From an optimization exercise on the open Yosys and OpenROAD flow, aimed at small area; shortcuts taken in it are not production practice. The RTL was checked by simulation tests, not by an equivalence proof against the original design. In run 9 the design's own scripts or RTL, not TritonCTS, make the clock network. The flow treats the clock pin as an ideal source. Dropping or thinning the clock tree relies on that and would not hold on a real chip. Power figures rest on the tool's default switching activity, not on a simulated workload.

==> flow/design.v <==
module UART_TX (
    input clk,
    input reset,
    input [7:0] data,
    input tx_en,
    output tx,
    output busy,
    output done
);
localparam [13:0] START = 14'd15191, LAST = 14'd8157, LAST_MASK = 14'd8149;
localparam [13:0] POL = 14'b01010101010101;
localparam [3:0] Q0 = 4'd8, Q9 = 4'd9;
reg fr, busy_r, txo, done_r, sel;
reg [13:0] cnt;
reg [3:0] q;
wire wrap = ((cnt ^ LAST ^ POL) & LAST_MASK) == 14'd0;
reg [3:0] q_inc;
always @(*) begin
    case (q)
        4'd8: q_inc = 4'd0;
        4'd0: q_inc = 4'd1;
        4'd1: q_inc = 4'd3;
        4'd3: q_inc = 4'd2;
        4'd2: q_inc = 4'd6;
        4'd6: q_inc = 4'd7;
        4'd7: q_inc = 4'd5;
        4'd5: q_inc = 4'd4;
        4'd4: q_inc = 4'd9;
        4'd9: q_inc = 4'd0;
        default: q_inc = 4'bxxxx;
    endcase
end
reg sel_n;
always @(*) begin
    case (q)
        4'd8: sel_n = 0;
        4'd0: sel_n = data[0];
        4'd1: sel_n = data[1];
        4'd3: sel_n = data[2];
        4'd2: sel_n = data[3];
        4'd6: sel_n = data[4];
        4'd7: sel_n = data[5];
        4'd5: sel_n = data[6];
        4'd4: sel_n = data[7];
        4'd9: sel_n = 1;
        default: sel_n = 1'bx;
    endcase
end
always @(posedge clk or posedge reset) begin
    if (reset) begin
        fr     <= 1'b0;
        busy_r <= 1'b0;
        txo    <= 1'b1;
        done_r <= 1'b0;
    end else begin
        fr     <= tx_en;
        busy_r <= fr;
        txo    <= ~fr | sel;
        done_r <= fr & (q == Q9);
    end
end
always @(posedge clk) begin
    cnt <= (~fr | wrap) ? START ^ POL : {~cnt[12:0], cnt[13] ^ cnt[12] ^ POL[0]};
    q   <= (tx_en & fr) ? (wrap ? q_inc : q) : Q0;
    sel <= sel_n;
end
assign tx   = txo;
assign busy = busy_r;
assign done = done_r;
endmodule
module UART_RX (
    input clk,
    input reset,
    input rx,
    output [7:0] data,
    output data_valid,
    output busy
);
localparam [13:0] SB = 14'd7529, S0 = 14'd7531, END = 14'd9252, END_MASK = 14'd6139;
localparam [13:0] POL = 14'b01010101010101;
localparam [3:0] IDLE = 4'd12,
           HALF = 4'd13,
           R0 = 4'd0,
           R1 = 4'd1,
           R2 = 4'd2,
           R3 = 4'd3,
           R4 = 4'd4,
           R5 = 4'd5,
           R6 = 4'd6,
           R7 = 4'd7,
           BIT8 = 4'd8,
           DONE = 4'd10,
           ERR = 4'd9;
reg [3:0] st;      
reg [13:0] cnt;
reg [7:0] sh;
wire ev = ((cnt ^ END ^ POL) & END_MASK) == 14'd0;
reg shift, busy_n;
always @(*) begin
    case (st)
        R0, R1, R2, R3, R4, R5, R6, R7: shift = 1'b1;
        default: shift = 1'b0;
    endcase
    case (st)
        R1, R2, R3, R4, R5, R6, R7: busy_n = 1'b1;
        default: busy_n = 1'b0;
    endcase
end
always @(posedge clk or posedge reset) begin
    if (reset)
        st <= IDLE;
    else begin
        case (st)
            IDLE: if (~rx) st <= HALF;
            HALF: if (ev) st <= R0;
            R0: if (ev) st <= R1;
            R1: if (ev) st <= R2;
            R2: if (ev) st <= R3;
            R3: if (ev) st <= R4;
            R4: if (ev) st <= R5;
            R5: if (ev) st <= R6;
            R6: if (ev) st <= R7;
            R7: if (ev) st <= BIT8;
            BIT8: if (ev) st <= rx ? DONE : ERR;
            default: ;
        endcase
    end
end
always @(posedge clk) begin
    if (st == IDLE)
        cnt <= S0 ^ POL;
    else if (ev)
        cnt <= SB ^ POL;
    else
        cnt <= {~cnt[12:0], cnt[13] ^ cnt[12] ^ POL[0]};
    if (ev && shift)
        sh <= {rx, sh[7:1]};
end
assign data       = sh;
assign data_valid = (st == DONE);
assign busy       = busy_n;
endmodule
module UART #(
    parameter WIDTH = 8
)(
    input clk,
    input reset,
    input rx,
    output tx,
    input [WIDTH-1:0] tx_data,
    input tx_en,
    output tx_busy,
    output tx_done,
    output [WIDTH-1:0] rx_data,
    output rx_data_valid,
    output rx_busy
);
UART_TX uart_tx (
    .clk(clk),
    .reset(reset),
    .data(tx_data),
    .tx_en(tx_en),
    .tx(tx),
    .busy(tx_busy),
    .done(tx_done)
);
UART_RX uart_rx (
    .clk(clk),
    .reset(reset),
    .rx(rx),
    .data(rx_data),
    .data_valid(rx_data_valid),
    .busy(rx_busy)
);
endmodule
==> flow/run.sh <==
#!/bin/bash
# synth_recipe.tcl (not shown) runs the flow's synth.tcl, then flattens the netlist and writes it again
# the make line also repeats each setting of config.mk as NAME=value (left out here)
make -C /OpenROAD-flow-scripts/flow DESIGN_CONFIG=/design/flow/config.mk WORK_HOME=/design/flow/orfs CLKGATE_MAP_FILE= SYNTH_SCRIPT=/design/flow/synth_recipe.tcl finish
==> flow/config.mk <==
export PLATFORM = sky130hd
export DESIGN_NAME = UART
export DESIGN_NICKNAME = UART
export VERILOG_FILES = /design/flow/design.v
export SDC_FILE = /design/flow/constraint.sdc
export NUM_CORES = 4
export LEC_CHECK = 0
export CAP_MARGIN = 20
export CORE_MARGIN = 2
export CORE_UTILIZATION = 40
export CTS_CLUSTER_DIAMETER = 200
export CTS_CLUSTER_SIZE = 25
export SLEW_MARGIN = 20
==> flow/constraint.sdc <==
create_clock -name core_clock -period 10.0 [get_ports {clk}]
set_input_delay 2.0000 -clock core_clock [delete_from_list [all_inputs] [get_ports {clk}]]
set_output_delay 2.0000 -clock core_clock [all_outputs]
set_load 0.01 [all_outputs]
==> flow_summary.ini, run 1 <==
[logic_synthesis]
synthTopCellsByArea = dfxtp_1, edfxtp_1, dfrtp_1
synth.distinct_cells = 35
synth_area_per_cell_um2 = 11.0
synthTopCellsByCount = dfxtp_1, nor2_1, nand2_1
synth_most_common_cell = dfxtp_1
synthesis.nets = 169
ys_ff_latch = 49
synth_edf_count = 8
yosys_warnings = 2
synth_top_area_cell = dfxtp_1
synth-main-ff-cell = dfxtp_1
async_flop_share = 0.163
syn_inst = 157
syn_area_mm2 = 0.00173
synth.top_cell.area_share = 0.383
yosysSeqAreaShare = 0.640

[layout]
final_area_mm2 = 0.00211
areaGrowthSynthToFinish_pct = 22.4
final-seq-area_mm2 = 0.00110
antenna_cells = 0
drive_gt1_frac = 0.0874
fill_cells = 357
multi_input_area_um2 = 587
finalNetCount = 194

[floorplanning]
io_pins = 25
start_util = 0.422
core_area_mm2 = 0.00409
die_h_um = 69.7
rows = 23
die_w_um = 69.7
dieArea_mm2 = 0.00485

[run_status]
status = complete, no violations

[timing]
fmax_mhz = 269
setup_viol_count_final = 0
fin_crit_ns = 3.71
timing.slew.headroom = 0.587
setup_tns_ns = 0
worst_slew_pin_slew_ns = 0.617
grt_setup_unrepaired = false
fin_skew_ns = 0.00849
finalHoldViolations = 0
post-route-period-util = 0.371
slew_violations = 0

[place]
place_congestion = 0.846
place_area_mm2 = 0.00201
place_hpwl_um = 2030
io_buffers = 24

[power_and_ir_drop]
peakVddDrop_v = 0.0000706
power_switching_w = 0.0000650
power.density_mw_per_mm2 = 166
switching_share = 0.186
p_int_w = 0.000285
power_leakage_nw = 0.853
pwr-share-comb = 0.033
clock_power_share = 0.376
p_seq_frac = 0.592

[setup_path]
r2r_cells = 3
cp-start-kind = flop
max_stage_delay_ns = 0.64
worst_path_max_delay_cell = dfstp_2
reg2reg_slack_ns = 8.32
regToRegStartpoint = uart_rx.cnt[9]
path_max_fanout = 13
worstSetupPathType = reg -> out
reg2reg_to = uart_rx.sh[0]
worstPathArrival_ns = 1.71
cp_cell_sequence = nand2_1 > nor3_1 > clkdlybuf4s50_1
end_kind = primary output
cp.required_ns = 8.00

[global_routing]
grt_pass1_wl_um = 4800
gr-usage-all-layers = 0.124
overflow = 0
antenna_found_initial = 0
grt_pass1_vias = 1107
grt_max_degree = 15

[worst_hold_path]
hold_end = uart_rx.cnt[3]
hold_depth = 1
hp-start = uart_rx.cnt[2]
hp-class = reg -> reg

[drt]
antenna_left = 0
drt-initial-drc-count = 103
drc = 0
wl_um = 2730
drt-wirelength-per-cell_um = 11.7
via_per_inst = 5.01
vias = 1167
firstDrtPassIters = 4

[cts]
cts-htree-levels = 2
root_buffer = clkbuf_8
cts_buffers = 5
cts-hold-fix-buffers = 0
path_clk_slew_ns = 0.08
clk_latency_ns = 0.29
cts_setup_buffers = 0
cts_resized = 0
cts_tree = yes
cts.sinks = 49
clk_path_buf_depth = 2

[run]
drv_cap = 0
==> sequential cells by signal, indices dropped and copies added, names as in the netlist <==
name,cells
uart_rx.cnt,14
uart_rx.sh,8
uart_rx.st,4
uart_tx.busy_r,1
uart_tx.cnt,14
uart_tx.done_r,1
uart_tx.fr,1
uart_tx.q,4
uart_tx.sel,1
uart_tx.txo,1
==> logic make-up (layout without fill, tap and decap cells) <==
kind of cell / count (synthesis) / count (layout) / synth area share
simple gates: 72 / 72 / 0.228
flops: 49 / 49 / 0.640
compound gates: 20 / 20 / 0.0703
buf+inv: 9 / 35 / 0.0196
mux: 5 / 5 / 0.0312
xor+xnor: 2 / 2 / 0.0102
==> per-stage QoR <==
stage	utilization	setup slack [ns]	power [W]	hold WS, ns	std cells
finish	0.517	6.29	0.000350	0.370	233
global placement	0.491	6.62	0.000223	0.346	225
floorplan	-	6.88	0.000217	0.343	157
CTS	0.517	6.27	0.000354	0.370	233
detailed placement	0.491	6.60	0.000223	0.351	225
global route	0.517	6.18	0.000365	0.395	233
==> critical path, delay by kind of cell (launching register included) <==
| family | cells | cell delay, ns |
|---|---|---|
| buffers and inverters | 1 | 0.56 |
| AND/OR/NAND/NOR | 2 | 0.23 |
| flip-flops | 1 | 0.64 |
==> per-layer routing <==
layer / up-vias / routed length, µm / track usage
met2: 40 / 1170 / 0.187
met4: 0 / 49 / 0.0577
met5: - / 0 / 0
met3: 5 / 182 / 0.0480
li1: 583 / - / -
met1: 539 / 1330 / 0.158
==> power groups by stage <==
stage / Clock, W / Combinational, W / Sequential [W]
floorplan: 0 / 0.00000570 / 0.000211
global placement: 0 / 0.0000115 / 0.000212
detailed placement: 0 / 0.0000117 / 0.000212
CTS: 0.000135 / 0.0000117 / 0.000207
global route: 0.000144 / 0.0000128 / 0.000208
finish: 0.000132 / 0.0000114 / 0.000207
==> cells in the final DEF (no fill, tap or decap), types with 2 or more instances in the layout <==
cell and n:
nand3b_1 3, a31oi_1 3, and3_1 2, nor2b_1 6
mux2_2 2, edfxtp_1 8, nor2_1 23, dfstp_2 3
nor3_1 4, and4bb_2 2, inv_1 3, dfxtp_1 33
nand3_1 3, clkdlybuf4s50_1 24, mux2i_1 2, nand2_1 21
o21ai_0 5, dfrtp_1 5, xor2_1 2, a21oi_1 6
clkbuf_8 5
==> worst max path at each step <==
stage / startpoint / end / depth (start not counted)
global placement: uart_rx.st[3] / rx_data_valid / 3
CTS: uart_rx.st[3] / rx_data_valid / 3
detailed placement: uart_rx.st[3] / rx_data_valid / 3
finish: uart_rx.st[3] / rx_data_valid / 3
global route: uart_rx.st[3] / rx_data_valid / 3
floorplan: uart_rx.st[3] / rx_data_valid / 3
==> layout make-up <==
cell class                 instances  share of cell area
timing repair buffer              24               0.114
sequential                        49               0.523
clock inverter                     2              0.0160
multi-input combinational         99               0.278
clock buffer                       6              0.0344
tap                               50              0.0296
inverter                           3             0.00533
==> run 2: changes to the inputs <==
--- a/flow/config.mk
+++ b/flow/config.mk
@@ -9,5 +9,4 @@
 export CORE_MARGIN = 2
 export CORE_UTILIZATION = 40
-export CTS_CLUSTER_DIAMETER = 200
-export CTS_CLUSTER_SIZE = 25
+export CTS_BUF_LIST = sky130_fd_sc_hd__clkbuf_4
 export SLEW_MARGIN = 20
==> run 2 against run 1 <==
  * Core utilization down 0.67 points
  * Still clean on timing, DRC and antenna
  * Flip-flop and latch count unchanged
  * Wire length down 0.80%
  * Area after synthesis unchanged
  * Fmax down 2.0%
  * Highest routed layer unchanged
  * Global-route usage down 0.054 points
  * Clock-buffer cell count unchanged
  * Critical path depth unchanged
==> flow_summary.ini, run 2 <==
[run_status]
status = complete, no violations

[worst_hold_path]
hold_end = uart_rx.cnt[3]
hp-start = uart_rx.cnt[2]
hold_depth = 1
hp-class = reg -> reg

[setup_path]
r2r_cells = 3
worst_path_max_delay_cell = dfstp_2
path_max_fanout = 13
reg2reg_slack_ns = 8.32
max_stage_delay_ns = 0.66
end_kind = primary output
critical_path.top_delay_family = flip-flops
cp-start-kind = flop
cp_cell_sequence = nand2_1 > nor3_1 > clkdlybuf4s50_1
regToRegStartpoint = uart_rx.cnt[9]
reg2reg_to = uart_rx.sh[0]
cp.required_ns = 8.00
worstSetupPathType = reg -> out
cp.buffers_inverters = 1
worstPathArrival_ns = 1.78

[cts]
cts.sinks = 49
clk_path_buf_depth = 2
path_clk_slew_ns = 0.12
cts_buffers = 5
root_buffer = clkbuf_4
cts_setup_buffers = 0
cts_resized = 0
cts-hold-fix-buffers = 0
cts_tree = yes
cts-htree-levels = 2
clk_latency_ns = 0.34

[logic_synthesis]
yosys.area_share.simple = 0.228
synth-main-ff-cell = dfxtp_1
synth_area_per_cell_um2 = 11.0
synthAdderAreaFrac = 0
synthesis.nets = 169
synthTopCellsByCount = dfxtp_1, nor2_1, nand2_1
synth_top_area_cell = dfxtp_1
yosys_warnings = 2
synth_top_family_by_area = simple AND/OR/NAND/NOR gates
yosysSeqAreaShare = 0.640
synth_xor_area_frac = 0.0102
synth_most_common_cell = dfxtp_1
synthTopCellsByArea = dfxtp_1, edfxtp_1, dfrtp_1
synth_compound_area_frac = 0.0703
ys_ff_latch = 49
syn_inst = 157
async_flop_share = 0.163
synthMuxAreaShare = 0.0312
syn_area_mm2 = 0.00173
synth_edf_count = 8
synth.top_cell.area_share = 0.383
synth.distinct_cells = 35

[timing]
timing.slew.headroom = 0.592
finalHoldViolations = 0
grt_setup_unrepaired = false
post-route-period-util = 0.378
setup_viol_count_final = 0
fmax_mhz = 264
fin_crit_ns = 3.78
slew_violations = 0
worst_slew_pin_slew_ns = 0.610
fin_ws_ns = 6.22
fin_skew_ns = 0.00935
setup_tns_ns = 0

[drt]
antenna_left = 0
firstDrtPassIters = 4
drt-wirelength-per-cell_um = 11.6
drc = 0
via_per_inst = 5.05
vias = 1176
wl_um = 2710
drt-initial-drc-count = 116

[floorplanning]
dieArea_mm2 = 0.00485
die_w_um = 69.7
die_h_um = 69.7
rows = 23
start_util = 0.422
core_area_mm2 = 0.00409
io_pins = 25

[layout]
final_cell_mix = dfxtp_1, clkdlybuf4s50_1, nor2_1
fin_util = 0.510
finalNetCount = 194
layout_commonest_cell = dfxtp_1
antenna_cells = 0
top_regs = uart_rx.cnt (14), uart_tx.cnt (14), uart_rx.sh (8)
areaGrowthSynthToFinish_pct = 20.8
final_area_mm2 = 0.00208
drive_gt1_frac = 0.0929

[power_and_ir_drop]
peakVddDrop_v = 0.0000623
power.density_mw_per_mm2 = 157
power_leakage_nw = 0.844

[place]
place_hpwl_um = 2030
dp_slack_ns = 6.60
place_area_mm2 = 0.00201
io_buffers = 24
place_congestion = 0.846

[global_routing]
grt_max_degree = 15
antenna_found_initial = 0
gr-usage-all-layers = 0.124
grt_pass1_vias = 1115
overflow = 0
grt_pass1_wl_um = 4770

[run]
drv_cap = 0
run 2: cell counts after synthesis:
Identical to the previous run, type by type.
run 2: worst max path at each step:
stage,from,to,slack (ns),cells past startpoint
after floorplan,uart_rx.st[3],rx_data_valid,6.88,3
after global placement,uart_rx.st[3],rx_data_valid,6.62,3
after detailed placement,uart_rx.st[3],rx_data_valid,6.60,3
after CTS,uart_rx.st[3],rx_data_valid,6.19,3
after global routing,uart_rx.st[3],rx_data_valid,6.10,3
final,uart_rx.st[3],rx_data_valid,6.22,3
run 2: cell type report:
class,count,area (µm²)
Tap cell,50,62.6
Fill cell,363,2000
Inverter,3,11.3
Sequential cell,49,1100
Clock buffer,6,45.0
Multi-Input combinational cell,99,587
Clock inverter,2,33.8
Timing Repair Buffer,24,240
run 2: layer usage:
layer	part of all wire	up-vias	track usage
li1	-	586	-
met1	0.48	549	0.155
met2	0.44	36	0.189
met3	0.062	5	0.0480
met4	0.020	0	0.0577
met5	0	-	0
run 2: through the flow:
| step | cells | hold slack (ns) | total power [W] |
|---|---|---|---|
| final | 233 | 0.380 | 0.000328 |
| after global routing | 233 | 0.410 | 0.000343 |
| after CTS | 233 | 0.380 | 0.000333 |
| after detailed placement | 225 | 0.351 | 0.000223 |
| after global placement | 225 | 0.346 | 0.000223 |
| after floorplan | 157 | 0.343 | 0.000217 |
run 2: cells by family (layout without fill, tap and decap cells):
| kind of cell | count (synthesis) | after routing |
|---|---|---|
| buffers and inverters | 9 | 35 |
| AO/OA/AOI/OAI | 20 | 20 |
| XOR/XNOR | 2 | 2 |
| flip-flops | 49 | 49 |
| multiplexers | 5 | 5 |
| AND/OR/NAND/NOR | 72 | 72 |
run 2: power by group:
group,internal [W],switching [W],total [W]
Sequential,0.000204,0.00000292,0.000207
Combinational,0.00000723,0.00000418,0.0000114
Clock,0.0000548,0.0000539,0.000109
==> run 3: changes to the inputs <==
==> flow/flow/run.sh (new file) <==
#!/bin/bash
# Layout flow: the standard flow (standard.sh) unchanged except for two
# arguments ORFS takes from the environment:
#  - the port buffers buffer_ports inserts are buf_1 cells;
#  - CTS inserts no dummy loads and builds the tree from clkbuf_4 cells.
# The full output of the flow goes to flow.log in the work folder; ORFS
# keeps each step's own log under orfs/logs/.
set -euo pipefail
export BUFFER_PORTS_ARGS="-buffer_cell sky130_fd_sc_hd__buf_1"
export CTS_ARGS="-sink_clustering_enable -repair_clock_nets -dont_use_dummy_load -buf_list {sky130_fd_sc_hd__clkbuf_2 sky130_fd_sc_hd__clkbuf_4 sky130_fd_sc_hd__clkbuf_8}"
bash standard.sh > flow.log 2>&1
==> flow/standard.sh (new file) <==
#!/bin/bash
# synth_recipe.tcl (not shown) runs the flow's synth.tcl, then flattens the netlist and writes it again
# the make line also repeats each setting of config.mk as NAME=value (left out here)
make -C /OpenROAD-flow-scripts/flow DESIGN_CONFIG=/design/flow/config.mk WORK_HOME=/design/flow/orfs CLKGATE_MAP_FILE= SYNTH_SCRIPT=/design/flow/synth_recipe.tcl "${@:-finish}"
--- a/flow/config.mk
+++ b/flow/config.mk
@@ -9,4 +9,3 @@
 export CORE_MARGIN = 2
 export CORE_UTILIZATION = 40
-export CTS_BUF_LIST = sky130_fd_sc_hd__clkbuf_4
 export SLEW_MARGIN = 20
removed: flow/run.sh
==> run 3 against run 2 <==
  * Sequential power is essentially flat
  * Clock skew grew 0.0068 ns
  * Clock power is 9% lower
  * Highest routed layer unchanged
==> flow_summary.ini, run 3 <==
[cts]
cts_tree = yes
cts-htree-levels = 2
clk_latency_ns = 0.30
cts-hold-fix-buffers = 0
cts_setup_buffers = 0
cts_buffers = 5
cts.sinks = 49
cts_resized = 0
path_clk_slew_ns = 0.09
root_buffer = clkbuf_8
clk_path_buf_depth = 2

[logic_synthesis]
yosysSeqAreaShare = 0.640
ys_ff_latch = 49
synth.top_cell.area_share = 0.383
syn_inst = 157
yosys_warnings = 2
async_flop_share = 0.163
synthTopCellsByArea = dfxtp_1, edfxtp_1, dfrtp_1
synth-main-ff-cell = dfxtp_1
synth_area_per_cell_um2 = 11.0
synth_most_common_cell = dfxtp_1
synth_edf_count = 8
synthesis.nets = 169
synth.distinct_cells = 35
synthTopCellsByCount = dfxtp_1, nor2_1, nand2_1
syn_area_mm2 = 0.00173
synth_top_area_cell = dfxtp_1

[drt]
vias = 1197
via_per_inst = 5.20
met2_length_um = 1330
met1_length_um = 1310
drt-initial-drc-count = 91
drc = 0
wl_um = 2870
antenna_left = 0
routed.top_layer = met4
drt-wirelength-per-cell_um = 12.5
firstDrtPassIters = 4
wl_met3_um = 181

[timing]
worst_slew_pin_slew_ns = 0.625
fin_skew_ns = 0.0161
fin_ws_ns = 6.63
setup_tns_ns = 0
slew_violations = 0
finalHoldViolations = 0
setup_viol_count_final = 0
fin_crit_ns = 3.37
fmax_mhz = 297
timing.slew.headroom = 0.582
grt_setup_unrepaired = false
post-route-period-util = 0.337

[layout]
final_cell_mix = dfxtp_1, buf_1, nor2_1
finalNetCount = 194
areaGrowthSynthToFinish_pct = 11.5
layout_commonest_cell = dfxtp_1
antenna_cells = 0
drive_gt1_frac = 0.0833
final_area_mm2 = 0.00192
top_regs = uart_rx.cnt (14), uart_tx.cnt (14), uart_rx.sh (8)

[floorplanning]
die_h_um = 69.7
die_w_um = 69.7
rows = 23
start_util = 0.422
dieArea_mm2 = 0.00485
core_area_mm2 = 0.00409
io_pins = 25

[global_routing]
overflow = 0
gr-usage-all-layers = 0.125
grt_pass1_vias = 1095
antenna_found_initial = 0
grt_pass1_wl_um = 4770
grt_max_degree = 15

[setup_path]
reg2reg_slack_ns = 8.32
end_kind = primary output
worstPathArrival_ns = 1.37
path_max_fanout = 13
cp.required_ns = 8.00
worstSetupPathType = reg -> out
cp-start-kind = flop

[place]
dp_slack_ns = 6.93
io_buffers = 24
place_hpwl_um = 2140
place_area_mm2 = 0.00186
place_congestion = 0.764

[power_and_ir_drop]
peakVddDrop_v = 0.0000541
power_leakage_nw = 0.771
power.density_mw_per_mm2 = 164

[run]
drv_cap = 0

[run_status]
status = complete, no violations

[worst_hold_path]
hp-class = reg -> reg
-- run 3: cell types whose count changed in the layout (fill, tap and decap cells not counted), sizes merged --
cell,delta
clkdlybuf4s50,-24
clkinv,-1
buf,+24
bufinv,-1
clkbuf,-1
-- run 3: through the flow --
stage | hold slack, ns | power (W) | std cells | utilization
after floorplan | 0.343 | 0.000217 | 157 | -
after global routing | 0.382 | 0.000332 | 230 | 0.471
after detailed placement | 0.355 | 0.000220 | 225 | 0.454
after CTS | 0.375 | 0.000320 | 230 | 0.471
after global placement | 0.346 | 0.000220 | 225 | 0.454
final | 0.368 | 0.000315 | 230 | 0.471
-- run 3: area by class of cell --
class	count	area, µm²
Sequential cell	49	1100
Tap cell	50	62.6
Multi-Input combinational cell	99	587
Timing Repair Buffer	24	90.1
Inverter	3	11.3
Clock buffer	5	68.8
Fill cell	389	2160
-- run 3: kinds of logic after synthesis --
| logic type | synth area share |
|---|---|
| mux | 0.0312 |
| xor+xnor | 0.0102 |
| simple gates | 0.228 |
| compound gates | 0.0703 |
| flops | 0.640 |
| buf+inv | 0.0196 |
-- run 3: per-layer routing --
layer / vias to the layer above / global-route usage
met5: - / 0
li1: 583 / -
met2: 34 / 0.201
met3: 5 / 0.0451
met4: 0 / 0.0705
met1: 575 / 0.145
-- run 3: path summary, 6_finish.rpt --
| path | start | to | depth (start not counted) |
|---|---|---|---|
| setup / recovery | uart_rx.st[3] | rx_data_valid | 3 |
| hold / removal | uart_rx.cnt[0] | uart_rx.cnt[1] | 1 |
| setup reg to reg | uart_rx.cnt[9] | uart_rx.sh[6] | 3 |
| hold reg to reg | uart_rx.cnt[0] | uart_rx.cnt[1] | 1 |
| max in group asynchronous | reset | uart_tx.txo | 2 |
| min in group asynchronous | reset | uart_tx.busy_r | 2 |
-- run 3: worst max-delay path, cell delays in order, from the launching register on --
cell and delay, ns:
dfstp_2 0.64, nand2_1 0.10, nor3_1 0.15, buf_1 0.17
-- run 3: power breakdown --
| part | switching [W] | internal, W |
|---|---|---|
| logic | 0.00000448 | 0.00000395 |
| clock network | 0.0000543 | 0.0000451 |
| registers | 0.00000289 | 0.000204 |
==> run 4: changes to the inputs <==
--- a/flow/flow/run.sh
+++ b/flow/flow/run.sh
@@ -8,4 +8,4 @@
 set -euo pipefail
 export BUFFER_PORTS_ARGS="-buffer_cell sky130_fd_sc_hd__buf_1"
-export CTS_ARGS="-sink_clustering_enable -repair_clock_nets -dont_use_dummy_load -buf_list {sky130_fd_sc_hd__clkbuf_2 sky130_fd_sc_hd__clkbuf_4 sky130_fd_sc_hd__clkbuf_8}"
+export CTS_ARGS="-sink_clustering_enable -repair_clock_nets -dont_use_dummy_load -buf_list {sky130_fd_sc_hd__clkbuf_4 sky130_fd_sc_hd__clkbuf_8}"
 bash standard.sh > flow.log 2>&1
==> run 4 against run 3 <==
  * Flip-flop and latch count unchanged
  * Cell count unchanged
  * Non-clock buffer count unchanged
  * Clock-buffer cell count unchanged
  * Die area unchanged
  * Critical path depth unchanged
  * Total power unchanged
  * Sequential share of layout area unchanged
  * Critical path type unchanged
  * Largest power group unchanged
  * Highest routed layer unchanged
==> flow_summary.ini, run 4 <==
[drt]
drc = 0
antenna_left = 0
vias = 1197
drt-wirelength-per-cell_um = 12.5
via_per_inst = 5.20
firstDrtPassIters = 4
wl_um = 2870
drt-initial-drc-count = 91

[setup_path]
worstPathArrival_ns = 1.37
endpoint = rx_data_valid
worst_path_max_delay_cell = dfstp_2
cp.required_ns = 8.00
regToRegStartpoint = uart_rx.cnt[9]
path_max_fanout = 13
reg2reg_to = uart_rx.sh[6]
reg2reg_slack_ns = 8.32
cp_cell_sequence = nand2_1 > nor3_1 > buf_1
r2r_cells = 3
max_stage_delay_ns = 0.64
cp-start-kind = flop
critPathLaunch = uart_rx.st[3]
worstSetupPathType = reg -> out
end_kind = primary output

[layout]
final_cell_mix = dfxtp_1, buf_1, nor2_1
layout_commonest_cell = dfxtp_1
fin_util = 0.471
areaGrowthSynthToFinish_pct = 11.5
top_regs = uart_rx.cnt (14), uart_tx.cnt (14), uart_rx.sh (8)
drive_gt1_frac = 0.0833
finalNetCount = 194
antenna_cells = 0

[floorplanning]
die_h_um = 69.7
io_pins = 25
core_area_mm2 = 0.00409
start_util = 0.422
dieArea_mm2 = 0.00485
rows = 23
die_w_um = 69.7

[place]
place_congestion = 0.764
io_buffers = 24
place_hpwl_um = 2140

[power_and_ir_drop]
power.density_mw_per_mm2 = 164
peakVddDrop_v = 0.0000541
power_leakage_nw = 0.771

[logic_synthesis]
syn_area_mm2 = 0.00173
ys_ff_latch = 49
yosys_warnings = 2
synth-main-ff-cell = dfxtp_1
synth.distinct_cells = 35
yosysSeqAreaShare = 0.640
synth.top_cell.area_share = 0.383
async_flop_share = 0.163
syn_inst = 157
synth_most_common_cell = dfxtp_1
synth_area_per_cell_um2 = 11.0
synthTopCellsByArea = dfxtp_1, edfxtp_1, dfrtp_1
synthesis.nets = 169
synth_edf_count = 8
synthTopCellsByCount = dfxtp_1, nor2_1, nand2_1
synth_top_area_cell = dfxtp_1

[timing]
grt_setup_unrepaired = false
setup_tns_ns = 0
fin_skew_ns = 0.0161
setup_viol_count_final = 0
fmax_mhz = 297
timing.slew.headroom = 0.582
finalHoldViolations = 0
worst_slew_pin_slew_ns = 0.625
slew_violations = 0
fin_crit_ns = 3.37
post-route-period-util = 0.337

[global_routing]
grt_max_degree = 15
use_met1 = 0.145
busiest_layer = met2
grtUsageMet3 = 0.0451
overflow = 0
gr-usage-all-layers = 0.125
grt_pass1_vias = 1095
gr-usage-met2 = 0.201
grt_pass1_wl_um = 4770
antenna_found_initial = 0

[cts]
clk_latency_ns = 0.30
cts_tree = yes
cts-hold-fix-buffers = 0
cts_buffers = 5
cts_setup_buffers = 0
cts_resized = 0
clk_path_buf_depth = 2
cts-htree-levels = 2
cts.sinks = 49
root_buffer = clkbuf_8
path_clk_slew_ns = 0.09

[run_status]
status = complete, no violations

[worst_hold_path]
hp-class = reg -> reg

[run]
drv_cap = 0
run 4: per-layer routing:
metal	vias up	wire [µm]	part of all wire
met1	575	1310	0.46
met2	34	1330	0.46
met3	5	181	0.063
li1	583	-	-
met5	-	0	0
met4	0	52	0.018
run 4: layout make-up:
| type | count | area [µm²] |
|---|---|---|
| clock buffer | 5 | 68.8 |
| fill | 389 | 2160 |
| inverter | 3 | 11.3 |
| multi-input combinational | 99 | 587 |
| sequential | 49 | 1100 |
| tap | 50 | 62.6 |
| timing repair buffer | 24 | 90.1 |
run 4: how the worst min path moves through the flow:
stage / start / end / slack, ns / depth (start not counted)
CTS: uart_rx.cnt[2] / uart_rx.cnt[3] / 0.37 / 1
global placement: uart_rx.cnt[2] / uart_rx.cnt[3] / 0.35 / 1
finish: uart_rx.cnt[0] / uart_rx.cnt[1] / 0.37 / 1
detailed placement: uart_rx.cnt[2] / uart_rx.cnt[3] / 0.36 / 1
floorplan: uart_rx.cnt[2] / uart_rx.cnt[3] / 0.34 / 1
global route: uart_rx.cnt[0] / uart_rx.cnt[1] / 0.38 / 1
run 4: where the power goes:
group / leakage, nW / switching [W] / internal [W]
Sequential: 0.436 / 0.00000289 / 0.000204
Clock: 0.0359 / 0.0000543 / 0.0000451
Combinational: 0.300 / 0.00000448 / 0.00000395
Total: 0.771 / 0.0000617 / 0.000253
run 4: logic make-up (layout without fill, tap and decap cells):
group / after synthesis / count (layout) / synth area share
and+or+nand+nor: 72 / 72 / 0.228
buffers and inverters: 9 / 32 / 0.0196
xor gates and xnor gates: 2 / 2 / 0.0102
DFF: 49 / 49 / 0.640
AOI/OAI and AO/OA: 20 / 20 / 0.0703
muxes: 5 / 5 / 0.0312
run 4: stage by stage:
stage / hold slack [ns] / setup slack, ns / total power, W / std cells / area [µm²]
final: 0.368 / 6.63 / 0.000315 / 230 / 1920
after global routing: 0.382 / 6.54 / 0.000332 / 230 / 1920
after detailed placement: 0.355 / 6.93 / 0.000220 / 225 / 1860
after CTS: 0.375 / 6.60 / 0.000320 / 230 / 1920
after global placement: 0.346 / 7.01 / 0.000220 / 225 / 1860
after floorplan: 0.343 / 6.88 / 0.000217 / 157 / 1730
run 4: worst max-delay path: cells and delay by family (launching register included):
kind                   cells  cell delay, ns
buffers and inverters      1            0.17
and+or+nand+nor            2            0.25
DFF                        1            0.64
==> run 5: changes to the inputs <==
--- a/flow/flow/run.sh
+++ b/flow/flow/run.sh
@@ -8,4 +8,4 @@
 set -euo pipefail
 export BUFFER_PORTS_ARGS="-buffer_cell sky130_fd_sc_hd__buf_1"
-export CTS_ARGS="-sink_clustering_enable -repair_clock_nets -dont_use_dummy_load -buf_list {sky130_fd_sc_hd__clkbuf_4 sky130_fd_sc_hd__clkbuf_8}"
+export CTS_ARGS="-sink_clustering_enable -repair_clock_nets -dont_use_dummy_load -buf_list sky130_fd_sc_hd__clkbuf_8"
 bash standard.sh > flow.log 2>&1
==> run 5 against run 4 <==
  * Area after synthesis unchanged
  * Synthesized cell count stayed put
  * Sequential power about the same
  * Fmax did not move
  * Global-route usage unchanged
  * Register-to-register slack hardly changed
  * Clock-buffer cell count is the same
  * Sequential share of layout area did not move
  * Flip-flop and latch count stayed put
  * Critical endpoint unchanged
  * Largest power group unchanged
==> flow_summary.ini, run 5 <==
[timing]
timing.slew.headroom = 0.582
grt_setup_unrepaired = false
post-route-period-util = 0.337
finalHoldViolations = 0
fin_skew_ns = 0.0161
fin_ws_ns = 6.63
worst_hold_slack_ns = 0.368
setup_viol_count_final = 0
fin_crit_ns = 3.37
setup_tns_ns = 0
slew_violations = 0
fmax_mhz = 297
worst_slew_pin_slew_ns = 0.625

[setup_path]
end_kind = primary output
worstSetupPathType = reg -> out
reg2reg_to = uart_rx.sh[6]
worst_path_max_delay_cell = dfstp_2
regToRegStartpoint = uart_rx.cnt[9]
cp.required_ns = 8.00
worstPathArrival_ns = 1.37
cp-start-kind = flop
r2r_cells = 3
cp_cell_sequence = nand2_1 > nor3_1 > buf_1
endpoint = rx_data_valid
critPathLaunch = uart_rx.st[3]
path_max_fanout = 13
max_stage_delay_ns = 0.64
reg2reg_slack_ns = 8.32

[logic_synthesis]
synth_edf_count = 8
syn_inst = 157
synthTopCellsByArea = dfxtp_1, edfxtp_1, dfrtp_1
synth.distinct_cells = 35
syn_area_mm2 = 0.00173
yosysSeqAreaShare = 0.640
synth_most_common_cell = dfxtp_1
synth-main-ff-cell = dfxtp_1
ys_ff_latch = 49
yosys_warnings = 2
async_flop_share = 0.163
synth.top_cell.area_share = 0.383
synth_top_area_cell = dfxtp_1
synthTopCellsByCount = dfxtp_1, nor2_1, nand2_1
synthesis.nets = 169
synth_area_per_cell_um2 = 11.0

[layout]
fill_cells = 389
multi_input_area_um2 = 587
antenna_cells = 0
finalNetCount = 194
top_regs = uart_rx.cnt (14), uart_tx.cnt (14), uart_rx.sh (8)
layout_commonest_cell = dfxtp_1
areaGrowthSynthToFinish_pct = 11.5
drive_gt1_frac = 0.0833
final_cell_mix = dfxtp_1, buf_1, nor2_1
final-seq-area_mm2 = 0.00110

[cts]
cts.sinks = 49
cts-htree-levels = 2
cts_setup_buffers = 0
path_clk_slew_ns = 0.09
root_buffer = clkbuf_8
cts_tree = yes
cts_buffers = 5
clk_latency_ns = 0.30
cts-hold-fix-buffers = 0
cts_resized = 0
clk_path_buf_depth = 2

[power_and_ir_drop]
power_leakage_nw = 0.771
peakVddDrop_v = 0.0000541
power.density_mw_per_mm2 = 164

[drt]
drc = 0
vias = 1197
drt-initial-drc-count = 91
firstDrtPassIters = 4
via_per_inst = 5.20
drt-wirelength-per-cell_um = 12.5
antenna_left = 0
wl_um = 2870

[floorplanning]
die_h_um = 69.7
start_util = 0.422
rows = 23
die_w_um = 69.7
core_area_mm2 = 0.00409
io_pins = 25
dieArea_mm2 = 0.00485

[global_routing]
overflow = 0
grt_pass1_vias = 1095
grt_max_degree = 15
antenna_found_initial = 0
grt_pass1_wl_um = 4770
gr-usage-all-layers = 0.125

[run_status]
status = complete, no violations

[place]
place_hpwl_um = 2140
place_congestion = 0.764
io_buffers = 24
dp_slack_ns = 6.93

[run]
drv_cap = 0

[worst_hold_path]
hp-class = reg -> reg
==> run 5: area by class of cell <==
class / instances / share of cell area
inverter: 3 / 0.00585
tap: 50 / 0.0325
clock buffer: 5 / 0.0358
sequential: 49 / 0.574
multi-input combinational: 99 / 0.305
timing repair buffer: 24 / 0.0468
==> run 5: power by group <==
part | switching, W | internal [W] | leakage [nW]
sequential | 0.00000289 | 0.000204 | 0.436
clock | 0.0000543 | 0.0000451 | 0.0359
combinational | 0.00000448 | 0.00000395 | 0.300
total | 0.0000617 | 0.000253 | 0.771
==> run 5: worst min path at each step <==
| stage | from | to | slack (ns) | cells past startpoint |
|---|---|---|---|---|
| 6_report | uart_rx.cnt[0] | uart_rx.cnt[1] | 0.37 | 1 |
| 5_1_grt | uart_rx.cnt[0] | uart_rx.cnt[1] | 0.38 | 1 |
| 4_1_cts | uart_rx.cnt[2] | uart_rx.cnt[3] | 0.37 | 1 |
| 3_5_place_dp | uart_rx.cnt[2] | uart_rx.cnt[3] | 0.36 | 1 |
| 3_3_place_gp | uart_rx.cnt[2] | uart_rx.cnt[3] | 0.35 | 1 |
| 2_1_floorplan | uart_rx.cnt[2] | uart_rx.cnt[3] | 0.34 | 1 |
==> run 5: kinds of logic (layout without fill, tap and decap cells) <==
group                     count (synthesis)  count (layout)  share of synthesized area
and+or+nand+nor                          72              72                      0.228
muxes                                     5               5                     0.0312
AOI/OAI and AO/OA                        20              20                     0.0703
buffers and inverters                     9              32                     0.0196
xor gates and xnor gates                  2               2                     0.0102
DFF                                      49              49                      0.640
==> run 5: worst max-delay path, delay by kind of cell, from the launching register on <==
family	cells	cell delay, ns
simple gates	2	0.25
buf+inv	1	0.17
flops	1	0.64
==> run 5: metrics by stage <==
step	cell area, µm²	cells	utilization	total power [W]
3_5_place_dp	1860	225	0.454	0.000220
4_1_cts	1920	230	0.471	0.000320
6_report	1920	230	0.471	0.000315
5_1_grt	1920	230	0.471	0.000332
3_3_place_gp	1860	225	0.454	0.000220
2_1_floorplan	1730	157	-	0.000217
==> run 5: per-layer routing <==
| layer | track usage | vias to the layer above | wire length [µm] |
|---|---|---|---|
| li1 | - | 583 | - |
| met1 | 0.145 | 575 | 1310 |
| met2 | 0.201 | 34 | 1330 |
| met3 | 0.0451 | 5 | 181 |
| met4 | 0.0705 | 0 | 52 |
| met5 | 0 | - | 0 |
==> run 6: changes to the inputs <==
--- a/flow/flow/run.sh
+++ b/flow/flow/run.sh
@@ -8,4 +8,4 @@
 set -euo pipefail
 export BUFFER_PORTS_ARGS="-buffer_cell sky130_fd_sc_hd__buf_1"
-export CTS_ARGS="-sink_clustering_enable -repair_clock_nets -dont_use_dummy_load -buf_list sky130_fd_sc_hd__clkbuf_8"
+export CTS_ARGS="-sink_clustering_enable -repair_clock_nets -dont_use_dummy_load -buf_list sky130_fd_sc_hd__clkbuf_16 -sink_clustering_size 50 -sink_clustering_max_diameter 1000"
 bash standard.sh > flow.log 2>&1
==> run 6 against run 5 <==
  * Fmax rose by 0.83%
  * Synthesized cell count unchanged
  * Clock-buffer cell count is the same
  * Highest routed layer unchanged
  * Flip-flop and latch count unchanged
  * Cell count stayed put
  * Still clean on timing, DRC and antenna
==> flow_summary.ini, run 6 <==
[worst_hold_path]
hp-class = reg -> reg
hold_end = uart_rx.cnt[3]
hold_depth = 1
hp-start = uart_rx.cnt[2]

[floorplanning]
die_h_um = 69.7
die_w_um = 69.7
start_util = 0.422
rows = 23
dieArea_mm2 = 0.00485
io_pins = 25
core_area_mm2 = 0.00409

[global_routing]
grt_max_degree = 15
overflow = 0
grt_pass1_vias = 1098
grt_pass1_wl_um = 4730
antenna_found_initial = 0
gr-usage-all-layers = 0.124

[cts]
path_clk_slew_ns = 0.06
cts.sinks = 49
root_buffer = clkbuf_16
clk_path_buf_depth = 2
cts-hold-fix-buffers = 0
cts_buffers = 5
cts_resized = 0
cts_tree = yes
cts-htree-levels = 2
cts_setup_buffers = 0
clk_latency_ns = 0.28

[logic_synthesis]
yosys_warnings = 2
synthTopCellsByArea = dfxtp_1, edfxtp_1, dfrtp_1
synth.top_cell.area_share = 0.383
synth_top_family_by_area = simple AND/OR/NAND/NOR gates
ys_ff_latch = 49
synthMuxAreaShare = 0.0312
yosysSeqAreaShare = 0.640
synthTopCellsByCount = dfxtp_1, nor2_1, nand2_1
syn_inst = 157
synth_most_common_cell = dfxtp_1
synth_compound_area_frac = 0.0703
synth_edf_count = 8
async_flop_share = 0.163
synthAdderAreaFrac = 0
syn_area_mm2 = 0.00173
synth.distinct_cells = 35
synthesis.nets = 169
synth_xor_area_frac = 0.0102
synth_top_area_cell = dfxtp_1
synth-main-ff-cell = dfxtp_1
synth_area_per_cell_um2 = 11.0
yosys.area_share.simple = 0.228

[drt]
firstDrtPassIters = 4
met1_length_um = 1320
via_per_inst = 5.15
met2_length_um = 1340
antenna_left = 0
wl_um = 2860
routed.top_layer = met4
wl_met3_um = 144
drt-wirelength-per-cell_um = 12.4
drc = 0
drt-initial-drc-count = 80
vias = 1184

[setup_path]
reg2reg_slack_ns = 8.33
path_max_fanout = 13
end_kind = primary output
worstPathArrival_ns = 1.34
cp_cell_sequence = nand2_1 > nor3_1 > buf_1
reg2reg_to = uart_rx.sh[0]
r2r_cells = 3
cp-start-kind = flop
worstSetupPathType = reg -> out
cp.required_ns = 8.00
worst_path_max_delay_cell = dfstp_2
regToRegStartpoint = uart_rx.cnt[9]
max_stage_delay_ns = 0.63

[timing]
slew_violations = 0
fmax_mhz = 299
fin_ws_ns = 6.66
grt_setup_unrepaired = false
setup_viol_count_final = 0
setup_tns_ns = 0
fin_skew_ns = 0.00763
worst_slew_pin_slew_ns = 0.625
finalHoldViolations = 0
fin_crit_ns = 3.34
worst_hold_slack_ns = 0.364
post-route-period-util = 0.334
timing.slew.headroom = 0.582

[layout]
top_regs = uart_rx.cnt (14), uart_tx.cnt (14), uart_rx.sh (8)
instances_no_fill = 230
drive_gt1_frac = 0.0833
final_cell_mix = dfxtp_1, buf_1, nor2_1
finalNetCount = 194
layout_commonest_cell = dfxtp_1
antenna_cells = 0
fin_util = 0.485
fill_cells = 379
areaGrowthSynthToFinish_pct = 14.8

[power_and_ir_drop]
peakVddDrop_v = 0.0000773
power_leakage_nw = 0.797
power.density_mw_per_mm2 = 183

[place]
place_hpwl_um = 2140
dpl.cell_count = 225
place_congestion = 0.764
io_buffers = 24
dp_slack_ns = 6.93

[run]
drv_cap = 0

[run_status]
status = complete, no violations
## run 6: cell counts after synthesis
Identical to the previous run, type by type.
## run 6: layout make-up
cell class                      instances  area [µm²]  area share
Clock buffer                            5         125      0.0632
Inverter                                3        11.3     0.00569
Multi-Input combinational cell         99         587       0.296
Sequential cell                        49        1100       0.558
Tap cell                               50        62.6      0.0316
Timing Repair Buffer                   24        90.1      0.0455
## run 6: worst max path at each step
stage	start	to	slack, ns
after floorplan	uart_rx.st[3]	rx_data_valid	6.88
after global placement	uart_rx.st[3]	rx_data_valid	7.01
after detailed placement	uart_rx.st[3]	rx_data_valid	6.93
after CTS	uart_rx.st[3]	rx_data_valid	6.63
after global routing	uart_rx.st[3]	rx_data_valid	6.57
final	uart_rx.st[3]	rx_data_valid	6.66
## run 6: logic make-up (layout without fill, tap and decap cells)
group / Yosys count / count (layout)
compound gates: 20 / 20
xor+xnor: 2 / 2
buf+inv: 9 / 32
flops: 49 / 49
mux: 5 / 5
simple gates: 72 / 72
## run 6: critical path, delay by kind of cell (launching register included)
kind | cells | cell delay, ns
DFF | 1 | 0.63
and+or+nand+nor | 2 | 0.25
buffers and inverters | 1 | 0.17
## run 6: per-layer routing
| metal | vias up | global-route usage |
|---|---|---|
| li1 | 584 | - |
| met1 | 570 | 0.143 |
| met2 | 26 | 0.201 |
| met3 | 4 | 0.0451 |
| met4 | 0 | 0.0641 |
| met5 | - | 0 |
## run 6: power breakdown
part	switching, W	leakage, nW	internal [W]
clock	0.0000583	0.0616	0.0000882
sequential	0.00000289	0.436	0.000205
combinational	0.00000446	0.300	0.00000395
total	0.0000657	0.797	0.000297
## run 6: metrics by stage
stage / cell area, µm² / total power (W)
after floorplan: 1730 / 0.000217
after global placement: 1860 / 0.000220
after detailed placement: 1860 / 0.000220
after CTS: 1980 / 0.000368
after global routing: 1980 / 0.000379
final: 1980 / 0.000362
==> run 7: changes to the inputs <==
--- a/flow/flow/run.sh
+++ b/flow/flow/run.sh
@@ -8,4 +8,4 @@
 set -euo pipefail
 export BUFFER_PORTS_ARGS="-buffer_cell sky130_fd_sc_hd__buf_1"
-export CTS_ARGS="-sink_clustering_enable -repair_clock_nets -dont_use_dummy_load -buf_list sky130_fd_sc_hd__clkbuf_16 -sink_clustering_size 50 -sink_clustering_max_diameter 1000"
+export CTS_ARGS="-repair_clock_nets -dont_use_dummy_load -buf_list sky130_fd_sc_hd__clkbuf_16"
 bash standard.sh > flow.log 2>&1
==> run 7 against run 6 <==
  * Largest power group unchanged
  * Sequential share of layout area unchanged
  * Synthesized cell count stayed put
  * Critical path type unchanged
  * Global-route usage is the same
  * Die area is the same
  * Clock skew is the same
  * Clock power hardly changed
  * Via count did not move
  * Clock-buffer cell count did not move
  * Critical path depth unchanged
  * Non-clock buffer count did not move
==> flow_summary.ini, run 7 <==
[setup_path]
worstPathArrival_ns = 1.34
end_kind = primary output
cp.required_ns = 8.00
critPathLaunch = uart_rx.st[3]
path_max_fanout = 13
worstSetupPathType = reg -> out
regToRegStartpoint = uart_rx.cnt[9]
reg2reg_to = uart_rx.sh[0]
r2r_cells = 3
reg2reg_slack_ns = 8.33
cp-start-kind = flop

[drt]
vias = 1184
firstDrtPassIters = 4
antenna_left = 0
drt-wirelength-per-cell_um = 12.4
drc = 0
drt-initial-drc-count = 80
via_per_inst = 5.15
wl_um = 2860

[worst_hold_path]
hold_end = uart_rx.cnt[3]
hold_depth = 1
hp-class = reg -> reg
hp-start = uart_rx.cnt[2]

[timing]
fmax_mhz = 299
worst_hold_slack_ns = 0.364
fin_skew_ns = 0.00763
fin_ws_ns = 6.66
slew_violations = 0
worst_slew_pin_slew_ns = 0.625
post-route-period-util = 0.334
timing.slew.headroom = 0.582
fin_crit_ns = 3.34
setup_tns_ns = 0
grt_setup_unrepaired = false
finalHoldViolations = 0
setup_viol_count_final = 0

[cts]
clk_latency_ns = 0.28
cts-hold-fix-buffers = 0
cts.sinks = 49
cts_buffers = 5
cts_setup_buffers = 0
path_clk_slew_ns = 0.06
cts-htree-levels = 2
root_buffer = clkbuf_16
cts_tree = yes
clk_path_buf_depth = 2
cts_resized = 0

[layout]
drive_gt1_frac = 0.0833
finalNetCount = 194
top_regs = uart_rx.cnt (14), uart_tx.cnt (14), uart_rx.sh (8)
final_cell_mix = dfxtp_1, buf_1, nor2_1
layout_commonest_cell = dfxtp_1
areaGrowthSynthToFinish_pct = 14.8
final-seq-area_mm2 = 0.00110
fill_cells = 379
antenna_cells = 0
multi_input_area_um2 = 587

[global_routing]
overflow = 0
grt_pass1_wl_um = 4730
grt_max_degree = 15
antenna_found_initial = 0
grt_pass1_vias = 1098
gr-usage-all-layers = 0.124

[power_and_ir_drop]
power_w = 0.000362
power.density_mw_per_mm2 = 183
peakVddDrop_v = 0.0000773
power_leakage_nw = 0.797

[logic_synthesis]
synth_top_area_cell = dfxtp_1
yosys_warnings = 2
synthTopCellsByCount = dfxtp_1, nor2_1, nand2_1
synth-main-ff-cell = dfxtp_1
synthTopCellsByArea = dfxtp_1, edfxtp_1, dfrtp_1
synthesis.nets = 169
synth_edf_count = 8
syn_inst = 157
synth_most_common_cell = dfxtp_1
synth.distinct_cells = 35
synth.top_cell.area_share = 0.383
ys_ff_latch = 49
yosysSeqAreaShare = 0.640
synth_area_per_cell_um2 = 11.0
syn_area_mm2 = 0.00173
async_flop_share = 0.163

[floorplanning]
die_w_um = 69.7
io_pins = 25
rows = 23
die_h_um = 69.7
dieArea_mm2 = 0.00485
start_util = 0.422
core_area_mm2 = 0.00409

[place]
place_hpwl_um = 2140
dp_slack_ns = 6.93
io_buffers = 24
place_congestion = 0.764

[run_status]
status = complete, no violations

[run]
drv_cap = 0
==> run 7: cell counts after synthesis <==
Identical to the previous run, type by type.
==> run 7: how the worst max path moves through the flow <==
stage                     cells past startpoint       endpoint
after floorplan                               3  rx_data_valid
after global placement                        3  rx_data_valid
after detailed placement                      3  rx_data_valid
after CTS                                     3  rx_data_valid
after global routing                          3  rx_data_valid
final                                         3  rx_data_valid
==> run 7: cells by family after synthesis <==
logic type / share of synthesized area
AND/OR/NAND/NOR: 0.228
AO/OA/AOI/OAI: 0.0703
multiplexers: 0.0312
XOR/XNOR: 0.0102
flip-flops: 0.640
buffers and inverters: 0.0196
==> run 7: layout make-up <==
class / count / area share
Sequential cell: 49 / 0.558
Timing Repair Buffer: 24 / 0.0455
Tap cell: 50 / 0.0316
Clock buffer: 5 / 0.0632
Inverter: 3 / 0.00569
Multi-Input combinational cell: 99 / 0.296
==> run 7: per-layer routing <==
metal | GRT usage | vias up | wire (µm)
li1 | - | 584 | -
met1 | 0.143 | 570 | 1320
met2 | 0.201 | 26 | 1340
met3 | 0.0451 | 4 | 144
met4 | 0.0641 | 0 | 55
met5 | 0 | - | 0
==> run 7: per-stage QoR <==
| stage | util | instance area, µm² | cells |
|---|---|---|---|
| 2_1_floorplan | - | 1730 | 157 |
| 3_3_place_gp | 0.454 | 1860 | 225 |
| 3_5_place_dp | 0.454 | 1860 | 225 |
| 4_1_cts | 0.485 | 1980 | 230 |
| 5_1_grt | 0.485 | 1980 | 230 |
| 6_report | 0.485 | 1980 | 230 |
==> run 7: report_power, final <==
part,internal [W],switching (W)
Combinational,0.00000395,0.00000446
Clock,0.0000882,0.0000583
Sequential,0.000205,0.00000289
==> run 7: critical path, stage by stage, from the launching register on <==
cell	delay [ns]
dfstp_2	0.63
nand2_1	0.10
nor3_1	0.15
buf_1	0.17
==> run 8: changes to the inputs <==
--- a/flow/flow/run.sh
+++ b/flow/flow/run.sh
@@ -8,4 +8,4 @@
 set -euo pipefail
 export BUFFER_PORTS_ARGS="-buffer_cell sky130_fd_sc_hd__buf_1"
-export CTS_ARGS="-repair_clock_nets -dont_use_dummy_load -buf_list sky130_fd_sc_hd__clkbuf_16"
+export CTS_ARGS="-sink_clustering_enable -repair_clock_nets -dont_use_dummy_load -buf_list sky130_fd_sc_hd__clkbuf_8 -sink_clustering_size 30 -sink_clustering_max_diameter 1000"
 bash standard.sh > flow.log 2>&1
==> run 8 against run 7 <==
  * Worst setup slack got worse by 0.028 ns
  * Die area is the same
  * Non-clock buffer count stayed put
  * Largest cell class unchanged
  * Highest routed layer unchanged
  * Fmax is 0.83% lower
==> flow_summary.ini, run 8 <==
[global_routing]
grt_pass1_vias = 1095
gr-usage-met2 = 0.201
grtUsageMet3 = 0.0451
grt_max_degree = 15
grt_pass1_wl_um = 4770
antenna_found_initial = 0
use_met1 = 0.145
overflow = 0
gr-usage-all-layers = 0.125
busiest_layer = met2

[logic_synthesis]
synth-main-ff-cell = dfxtp_1
ys_ff_latch = 49
syn_inst = 157
synthTopCellsByCount = dfxtp_1, nor2_1, nand2_1
synthesis.nets = 169
synth_most_common_cell = dfxtp_1
synth_edf_count = 8
synthTopCellsByArea = dfxtp_1, edfxtp_1, dfrtp_1
synth_top_area_cell = dfxtp_1
async_flop_share = 0.163
yosysSeqAreaShare = 0.640
synth.top_cell.area_share = 0.383
syn_area_mm2 = 0.00173
yosys_warnings = 2
synth.distinct_cells = 35
synth_area_per_cell_um2 = 11.0

[layout]
final_area_mm2 = 0.00192
layout_commonest_cell = dfxtp_1
finalNetCount = 194
antenna_cells = 0
top_regs = uart_rx.cnt (14), uart_tx.cnt (14), uart_rx.sh (8)
drive_gt1_frac = 0.0833
instances_no_fill = 230
final_cell_mix = dfxtp_1, buf_1, nor2_1
areaGrowthSynthToFinish_pct = 11.5

[power_and_ir_drop]
power_leakage_nw = 0.771
pwr-share-comb = 0.027
peakVddDrop_v = 0.0000541
power_switching_w = 0.0000617
p_seq_frac = 0.658
switching_share = 0.196
p_int_w = 0.000253
power.density_mw_per_mm2 = 164
clock_power_share = 0.315

[timing]
slew_violations = 0
finalHoldViolations = 0
grt_setup_unrepaired = false
post-route-period-util = 0.337
setup_tns_ns = 0
fin_skew_ns = 0.0161
fmax_mhz = 297
timing.slew.headroom = 0.582
setup_viol_count_final = 0
fin_crit_ns = 3.37
worst_slew_pin_slew_ns = 0.625

[cts]
cts-hold-fix-buffers = 0
cts.sinks = 49
clk_path_buf_depth = 2
path_clk_slew_ns = 0.09
cts_buffers = 5
cts-htree-levels = 2
root_buffer = clkbuf_8
cts_setup_buffers = 0
cts_resized = 0
cts_tree = yes
clk_latency_ns = 0.30

[drt]
drt-wirelength-per-cell_um = 12.5
drc = 0
vias = 1197
drt-initial-drc-count = 91
antenna_left = 0
firstDrtPassIters = 4
via_per_inst = 5.20
wl_um = 2870

[worst_hold_path]
hp-start = uart_rx.cnt[0]
hold_depth = 1
hp-class = reg -> reg
hold_end = uart_rx.cnt[1]

[run_status]
status = complete, no violations

[floorplanning]
io_pins = 25
die_h_um = 69.7
rows = 23
dieArea_mm2 = 0.00485
die_w_um = 69.7
core_area_mm2 = 0.00409
start_util = 0.422

[place]
place_congestion = 0.764
place_hpwl_um = 2140
place_area_mm2 = 0.00186
io_buffers = 24
dpl.cell_count = 225

[setup_path]
critical_path.top_delay_family = flip-flops
cp.required_ns = 8.00
max_stage_delay_ns = 0.64
worstSetupPathType = reg -> out
regToRegStartpoint = uart_rx.cnt[9]
worst_path_max_delay_cell = dfstp_2
cp-start-kind = flop
cp_cell_sequence = nand2_1 > nor3_1 > buf_1
critPathLaunch = uart_rx.st[3]
worstPathArrival_ns = 1.37
cp.buffers_inverters = 1
reg2reg_to = uart_rx.sh[6]
end_kind = primary output
r2r_cells = 3
reg2reg_slack_ns = 8.32
path_max_fanout = 13

[run]
drv_cap = 0
run 8: per-layer routing:
metal,share of wire,vias to the layer above
li1,-,583
met1,0.46,575
met2,0.46,34
met3,0.063,5
met4,0.018,0
met5,0,-
run 8: layout make-up:
type	instances	area, µm²
clock buffer	5	68.8
fill	389	2160
inverter	3	11.3
multi-input combinational	99	587
sequential	49	1100
tap	50	62.6
timing repair buffer	24	90.1
run 8: power by group through the flow:
stage	clock network, W	logic (W)	registers [W]
2_1_floorplan	0	0.00000570	0.000211
3_3_place_gp	0	0.00000825	0.000212
3_5_place_dp	0	0.00000864	0.000212
4_1_cts	0.000104	0.00000868	0.000207
5_1_grt	0.000114	0.00000952	0.000208
6_report	0.0000994	0.00000843	0.000207
run 8: worst register-to-register path, cell delays in order, from the launching register on:
cell	delay [ns]
dfxtp_1	0.32
and4bb_2	0.29
nand3_1	0.16
nor2_1	0.54
run 8: per-stage QoR:
stage / hold slack (ns) / total power [W] / util / worst slack (ns)
after CTS: 0.375 / 0.000320 / 0.471 / 6.60
after floorplan: 0.343 / 0.000217 / - / 6.88
after global placement: 0.346 / 0.000220 / 0.454 / 7.01
after detailed placement: 0.355 / 0.000220 / 0.454 / 6.93
after global routing: 0.382 / 0.000332 / 0.471 / 6.54
final: 0.368 / 0.000315 / 0.471 / 6.63
run 8: kinds of logic after synthesis:
logic type                after synthesis  synth area share
and+or+nand+nor                        72             0.228
DFF                                    49             0.640
AOI/OAI and AO/OA                      20            0.0703
buffers and inverters                   9            0.0196
muxes                                   5            0.0312
xor gates and xnor gates                2            0.0102
run 8: how the worst max path moves through the flow:
stage	to	cells after the start
floorplan	rx_data_valid	3
global placement	rx_data_valid	3
detailed placement	rx_data_valid	3
CTS	rx_data_valid	3
global route	rx_data_valid	3
finish	rx_data_valid	3
==> run 9: changes to the inputs <==
==> flow/flow/run.sh (replaced) <==
#!/bin/bash
# Layout flow: the standard flow (standard.sh) unchanged except for
# settings ORFS takes from the environment:
#  - the port buffers that buffer_ports inserts are buf_1 cells;
#  - the clock tree is a single clkbuf_8 that the clock port drives and
#    that drives every register's clock pin (cts_hook.tcl, sourced by ORFS
#    just before its CTS step, replaces the H-tree TritonCTS would build).
# The full output of the flow goes to flow.log in the work folder; ORFS
# keeps each step's own log under orfs/logs/.
set -euo pipefail
export BUFFER_PORTS_ARGS="-buffer_cell sky130_fd_sc_hd__buf_1"
export PRE_CTS_TCL="$PWD/flow/cts_hook.tcl"
export CLK_GROUPS=4
export CLK_CELL=sky130_fd_sc_hd__clkbuf_4
bash standard.sh > flow.log 2>&1
==> flow/flow/cts_hook.tcl (new file) <==
# Sourced by ORFS's cts.tcl just before it calls clock_tree_synthesis.
# The design has under 50 registers, so instead of TritonCTS's H-tree
# (a root buffer and four leaf buffers) the clock port drives a few
# buffers directly, each driving the registers in one part of the core.
# CLK_GROUPS (1, 2 or 4) and CLK_CELL choose how many and which cell.
rename clock_tree_synthesis orfs_clock_tree_synthesis
proc clock_tree_synthesis { args } {
  set ngroups $::env(CLK_GROUPS)
  set cell $::env(CLK_CELL)
  set block [ord::get_db_block]
  set dbu [$block getDbUnitsPerMicron]
  set sinks {}
  foreach pin [get_pins -of_objects [get_nets clk] -filter "direction == input"] {
    set inst [[sta::sta_to_db_pin $pin] getInst]
    set box [$inst getBBox]
    set x [expr { ([$box xMin] + [$box xMax]) / 2.0 / $dbu }]
    set y [expr { ([$box yMin] + [$box yMax]) / 2.0 / $dbu }]
    lappend sinks [list $pin $x $y]
  }
  # split into groups: halves by x, then each half by y
  set groups [list $sinks]
  if { $ngroups >= 2 } {
    set s [lsort -real -index 1 $sinks]
    set h [expr { [llength $s] / 2 }]
    set groups [list [lrange $s 0 [expr { $h - 1 }]] [lrange $s $h end]]
  }
  if { $ngroups >= 4 } {
    set ng {}
    foreach g $groups {
      set s [lsort -real -index 2 $g]
      set h [expr { [llength $s] / 2 }]
      lappend ng [lrange $s 0 [expr { $h - 1 }]] [lrange $s $h end]
    }
    set groups $ng
  }
  set i 0
  foreach g $groups {
    set pins {}
    set sx 0.0
    set sy 0.0
    foreach e $g {
      lappend pins [lindex $e 0]
      set sx [expr { $sx + [lindex $e 1] }]
      set sy [expr { $sy + [lindex $e 2] }]
    }
    set n [llength $g]
    insert_buffer -buffer_cell $cell -net clk -load_pins $pins \
      -location [list [expr { $sx / $n }] [expr { $sy / $n }]] \
      -buffer_name clkbuf_leaf_$i -net_name clknet_leaf_$i
    incr i
  }
  set_propagated_clock [all_clocks]
}
==> run 9 against run 8 <==
  * Wire length fell by 1.7%
  * Via count fell by 0.67%
  * Critical path type unchanged
  * Core utilization fell by 0.95 points
  * Area after synthesis did not move
  * Flip-flop and latch count did not move
  * Largest power group unchanged
  * Clock skew fell by 0.0084 ns
  * Hold slack improved by 0.0099 ns
  * Combinational power barely moved
  * Fmax rose by 3.5%
  * Total power fell by 12%
==> flow_summary.ini, run 9 <==
[drt]
drt-initial-drc-count = 99
drc = 0
firstDrtPassIters = 4
antenna_left = 0
wl_um = 2820
drt-wirelength-per-cell_um = 12.3
via_per_inst = 5.19
vias = 1189

[logic_synthesis]
synth_edf_count = 8
synthTopCellsByCount = dfxtp_1, nor2_1, nand2_1
synthTopCellsByArea = dfxtp_1, edfxtp_1, dfrtp_1
ys_ff_latch = 49
async_flop_share = 0.163
synth.distinct_cells = 35
yosys_warnings = 2
syn_area_mm2 = 0.00173
synth_area_per_cell_um2 = 11.0
synth_most_common_cell = dfxtp_1
synth-main-ff-cell = dfxtp_1
synth_top_area_cell = dfxtp_1
synth.top_cell.area_share = 0.383
synthesis.nets = 169
yosysSeqAreaShare = 0.640
syn_inst = 157

[floorplanning]
io_pins = 25
start_util = 0.422
rows = 23
die_h_um = 69.7
die_w_um = 69.7
core_area_mm2 = 0.00409
dieArea_mm2 = 0.00485

[place]
dpl.cell_count = 225
place_congestion = 0.764
io_buffers = 24
place_area_mm2 = 0.00186
dp_slack_ns = 6.93
place_hpwl_um = 2140

[run]
drv_cap = 0

[timing]
finalHoldViolations = 0
post-route-period-util = 0.326
slew_violations = 0
fin_ws_ns = 6.74
timing.slew.headroom = 0.582
fmax_mhz = 307
grt_setup_unrepaired = false
fin_skew_ns = 0.00769
worst_slew_pin_slew_ns = 0.624
fin_crit_ns = 3.26
setup_viol_count_final = 0
setup_tns_ns = 0

[power_and_ir_drop]
clock_power_share = 0.224
p_int_w = 0.000228
power.density_mw_per_mm2 = 147
power_switching_w = 0.0000504
p_seq_frac = 0.746
peakVddDrop_v = 0.0000766
switching_share = 0.181
pwr-share-comb = 0.030
power_leakage_nw = 0.754

[layout]
instances_no_fill = 229
fill_cells = 393
finalNetCount = 193
layout_commonest_cell = dfxtp_1
final_cell_mix = dfxtp_1, buf_1, nor2_1
drive_gt1_frac = 0.0782
final_area_mm2 = 0.00189
top_regs = uart_rx.cnt (14), uart_tx.cnt (14), uart_rx.sh (8)
final-seq-area_mm2 = 0.00110
multi_input_area_um2 = 587
antenna_cells = 0
areaGrowthSynthToFinish_pct = 9.28

[global_routing]
grt_pass1_wl_um = 4670
antenna_found_initial = 0
gr-usage-all-layers = 0.111
grt_pass1_vias = 1082
overflow = 0
grt_max_degree = 14

[setup_path]
end_kind = primary output
worstPathArrival_ns = 1.26
cp.required_ns = 8.00
path_max_fanout = 13
cp-start-kind = flop
worstSetupPathType = reg -> out

[cts]
cts_setup_buffers = 0
cts-hold-fix-buffers = 0
path_clk_slew_ns = 0.11
clk_latency_ns = 0.17
cts_resized = 0

[run_status]
status = complete, no violations

[worst_hold_path]
hp-class = reg -> reg
## run 9: cell counts after synthesis
No cell type changed its count.
## run 9: worst paths after layout
path	startpoint	end	slack, ns	cells past startpoint
max in group asynchronous	reset	uart_tx.txo	7.99	2
max reg2reg	uart_rx.cnt[9]	uart_rx.sh[6]	8.32	3
min in group asynchronous	reset	uart_tx.busy_r	1.73	2
min reg2reg	uart_rx.cnt[2]	uart_rx.cnt[3]	0.38	1
min	uart_rx.cnt[2]	uart_rx.cnt[3]	0.38	1
max	uart_rx.st[3]	rx_data_valid	6.74	3
## run 9: critical path: stages, from the launching register on
cell and delay, ns:
dfstp_2 0.65, nand2_1 0.10, nor3_1 0.15, buf_1 0.17
## run 9: power groups by stage
stage	sequential, W	combinational [W]	clock, W
3_3_place_gp	0.000212	0.00000825	0
2_1_floorplan	0.000211	0.00000570	0
6_report	0.000207	0.00000842	0.0000623
4_1_cts	0.000207	0.00000868	0.0000666
5_1_grt	0.000208	0.00000952	0.0000756
3_5_place_dp	0.000212	0.00000864	0
## run 9: stage by stage
step                hold slack, ns   util  total power [W]
finish                       0.378  0.461         0.000278
global route                 0.397  0.461         0.000293
CTS                          0.383  0.461         0.000283
detailed placement           0.355  0.454         0.000220
global placement             0.346  0.454         0.000220
floorplan                    0.343      -         0.000217
## run 9: layout make-up, clock buffers not listed
| cell class | instances | area share |
|---|---|---|
| repair buffers | 24 | 0.0478 |
| inverters | 3 | 0.00597 |
| multi-input cells | 99 | 0.311 |
| well taps | 50 | 0.0332 |
| flip-flops and latches | 49 | 0.586 |
## run 9: logic make-up (layout without fill, tap and decap cells)
| logic type | Yosys count | after routing | share of synthesized area |
|---|---|---|---|
| flops | 49 | 49 | 0.640 |
| buf+inv | 9 | 31 | 0.0196 |
| xor+xnor | 2 | 2 | 0.0102 |
| compound gates | 20 | 20 | 0.0703 |
| mux | 5 | 5 | 0.0312 |
| simple gates | 72 | 72 | 0.228 |
## run 9: layer usage
metal  vias to the layer above  share of wire  track usage
li1                        584              -            -
met1                       572           0.45        0.145
met2                        29           0.47        0.198
met3                         4          0.061       0.0203
met4                         0          0.014       0.0150
met5                         -              0            0

afterwards: timing with drivers on the ports:
The results above use ideal ports. As a check the final layouts listed here were re-extracted and re-timed, cells and wires unchanged.
Step 1 assumes that a clkbuf_16 drives the clock port and a buf_2 every other input.
Step 2, shift: input delay + t, output delay - t, t = (earliest + latest rising clock arrival at the registers) / 2. This alone moves slack from input paths to output paths.
Three values: no drivers, after step 1, after step 2; two values: the first two.
run	t (ns)	setup WS [ns]	worst data-port slew with drivers (ns)
run 1	0.312	6.289 / 6.263 / 6.576	0.03
run 2	0.361	6.215 / 6.192 / 6.553	0.03
run 3	0.312	6.628 / 6.603 / 6.915	0.03
run 4	0.312	6.628 / 6.603 / 6.915	0.03
run 5	0.312	6.628 / 6.603 / 6.915	0.03
run 6	0.303	6.656 / 6.626 / 6.930	0.03
run 7	0.303	6.656 / 6.626 / 6.930	0.03
run 8	0.312	6.628 / 6.603 / 6.915	0.03
run 9	0.209	6.741 / 6.698 / 6.907	0.03
After both steps every run listed still meets setup and hold.
